Context: an optimization exercise on an open-source flow, tuned for small area. The choices shown serve that exercise and are no tape-out recipe.
In this exercise RTL edits were held to simulation tests only and were not proved equivalent to the original.
Power is estimated from default activity; no workload was simulated.

Setup of run 1:
==> flow/design.v (excerpt) <==
module Sdram_Control (
		RESET_N, CLK,
		WR1_ADDR, WR1_MAX_ADDR, WR1_LENGTH, WR1_LOAD,
		WR1_FIFO_Q, WR1_FIFO_RUSEDW, WR1_FIFO_RDREQ,
		RD1_ADDR, RD1_MAX_ADDR, RD1_LENGTH, RD1_LOAD,
		RD1_FIFO_DATA, RD1_FIFO_WRREQ, RD1_FIFO_WUSEDW,
		SA, BA, CS_N, CKE, RAS_N, CAS_N, WE_N,
		DQ_IN, DQ_OUT, DQ_OE, DQM
);
Size in the first run: ~870 cells after synthesis, roughly 190 flip-flops, ~8500 µm² of cells after synthesis.
export LEC_CHECK = 0
export CAP_MARGIN = 20
export CORE_MARGIN = 2
export CORE_UTILIZATION = 70
export SLEW_MARGIN = 20
create_clock -name core_clock -period 10.0 [get_ports {CLK}]
standard.sh (not shown) runs the stock make flow with config.mk's settings and CLKGATE_MAP_FILE= SYNTH_SCRIPT=/design/flow/synth_recipe.tcl, a recipe that flattens the netlist after the stock synthesis.
==> flow/flow/run.sh <==
#!/bin/bash
# Standard ORFS layout with these changes to how it is made:
#  - synthesis maps with an area-oriented ABC script (flow/abc_area.script) and
#    leaves adders to ABC instead of mapping them to adder cells first; the rest
#    of synthesis, and so every register, is the standard synthesis's;
#  - the port buffers use the smallest buffer cell;
#  - the clock tree clusters its sinks into fewer, larger clusters, without
#    dummy loads, and uses a small root buffer.
set -euo pipefail
rm -rf scripts_abc
cp -r "$FLOW_HOME/scripts" scripts_abc
cp flow/abc_area.script scripts_abc/abc_speed.script
bash standard.sh finish \
  "SCRIPTS_DIR=$PWD/scripts_abc" \
  'ADDER_MAP_FILE=' \
  'BUFFER_PORTS_ARGS=-buffer_cell sky130_fd_sc_hd__buf_1' \
  'CTS_ARGS=-sink_clustering_enable -repair_clock_nets -sink_clustering_size 28 -sink_clustering_max_diameter 160 -dont_use_dummy_load -root_buf sky130_fd_sc_hd__clkbuf_4 -tree_buf sky130_fd_sc_hd__clkbuf_8 -sink_clustering_buffer sky130_fd_sc_hd__clkbuf_16' \
  > standard_make.log 2>&1
==> flow/flow/abc_area.script <==
strash
&get -n
&st
&deepsyn -T 120 -t
&put
dch -f
amap -m -F 4 -A 8
#### Input delta (run 2 over run 1)
diff --git a/flow/design.v b/flow/design.v
--- a/flow/design.v
+++ b/flow/design.v
@@ -132,29 +132,27 @@
 endfunction
 reg  [22:0] rWR1_ADDR, rRD1_ADDR, rWR1_MAX, rRD1_MAX;
 reg   [8:0] rWR1_LEN, rRD1_LEN;
 reg         mWR, mRD;         
 reg   [2:0] U;                
 reg   [8:0] R;                
-reg         out_valid, cmd_d, CMD_ACK;
+reg         out_valid, rdone, cmd_d, CMD_ACK;
 reg         cont_r;
 reg   [2:0] A_cb;             
 reg   [7:0] A_col;            
 wire [22:0] A = {A_cb, mWR ? rWR1_ADDR[19:8] : rRD1_ADDR[19:8], A_col};
 reg  [15:0] mDATAOUT;
 wire cnt   = U[2] | U[1];
-wire rdone;
 wire st0   = (U == 3'd0);
 wire st1   = (U == 3'd1);
 wire endc  = cnt & (R == 9'h1FB);    
 wire s_frc = cnt & (R == 9'h1FE);    
 wire rq0   = cnt & (R == 9'h000);    
 wire wdone = endc & mWR;
 wire Write = mWR & ~st0 & ~wdone;
 wire Read  = mRD & ~st0;
-assign rdone = st0 & mRD & (R == 9'h1FA);
 wire start = st0 & (mWR | (mRD & ~rdone));
 wire idle  = ~mWR & ~mRD & st0 & ~WR1_LOAD & ~RD1_LOAD;
 wire wcond = ~lt10(WR1_FIFO_RUSEDW, {1'b0, rWR1_LEN}) && (rWR1_LEN != 9'd0);
 wire rcond = lt10(RD1_FIFO_WUSEDW, {1'b0, rRD1_LEN});
 wire  [8:0] len_s = mWR ? rWR1_LEN : rRD1_LEN;
 wire [22:0] max_s = mWR ? rWR1_MAX : rRD1_MAX;
@@ -214,13 +212,13 @@
 		if (rdone)
 			rRD1_ADDR <= cont_r ? nxt[22:0] : RD1_ADDR;
 	end
 always @(posedge CLK)
 	if (!RESET_N) begin
 		mWR <= 1'b0; mRD <= 1'b0; U <= 3'd0;
-		out_valid <= 1'b0;
+		out_valid <= 1'b0; rdone <= 1'b0;
 		cmd_d <= 1'b0; CMD_ACK <= 1'b0; A_cb <= 3'd0; A_col <= 8'd0;
 	end else begin
 		cont_r <= cont;
 		if (idle & wcond)
 			mWR <= 1'b1;
 		else if (idle & rcond)
@@ -235,12 +233,13 @@
 			if (CMD_ACK) U <= 3'd2;
 		end else if (endc)
 			U <= 3'd0;
 		else if (U != 3'd7)
 			U <= inc3(U);
 		out_valid <= Read & (U == 3'd7) & ~endc;
+		rdone     <= Read & endc;
 		cmd_d     <= st1;
 		CMD_ACK   <= CM_ACK & ~CMD_ACK;
 		if (cmd_d)
 			{A_cb, A_col} <= mWR ? {rWR1_ADDR[22:20], rWR1_ADDR[7:0]} : {rRD1_ADDR[22:20], rRD1_ADDR[7:0]};
 	end
 always @(posedge CLK) begin
[summary]
- Diff run 1 -> run 2: data required time at the worst endpoint rose by 0.10 ns; total number of vias stayed essentially flat.
- Between run 1 and run 2, the flow reports routed length on met2 decreasing by a few percent.
- Compared with run 1, run 2 shows static leakage lower by 1.7%.
- As far as number of cells after detailed placement is concerned, run 1 and run 2 perform about the same.
- Taking run 1 as the reference, in run 2 maximum clock rate fell 0.013 GHz, part of the Yosys area used for sequential elements closely matched the old numbers, final cell count did not really move, utilization flat, overall power of the completed layout moved down.
- Looking at run 1 and run 2, the layout-stage area growth over the synthesis result is a wash.

## re-timing with driven ports
How much do the figures lean on ideal ports? The routed layouts below were timed once more, with nothing changed but the port constraints.
Step 1, drivers: a clkbuf_16 drives CLK and a buf_2 each remaining input, both assumed.
Step 2 moves the port delays by t, midway between the first and last clock arrival at a register: inputs arrive t later, outputs are due t later. That takes back most of the time a late clock gives input paths.
a / b / c = no drivers / after step 1 / after step 2; a / b = the first two.
run	shift t [ns]	setup WS [ns]	worst data-port slew with drivers (ns)
run 1	0.646	3.566 / 3.566 / 3.566	0.07
run 2	0.625	2.991 / 2.991 / 2.991	0.07
After both steps every run listed still meets setup and hold.
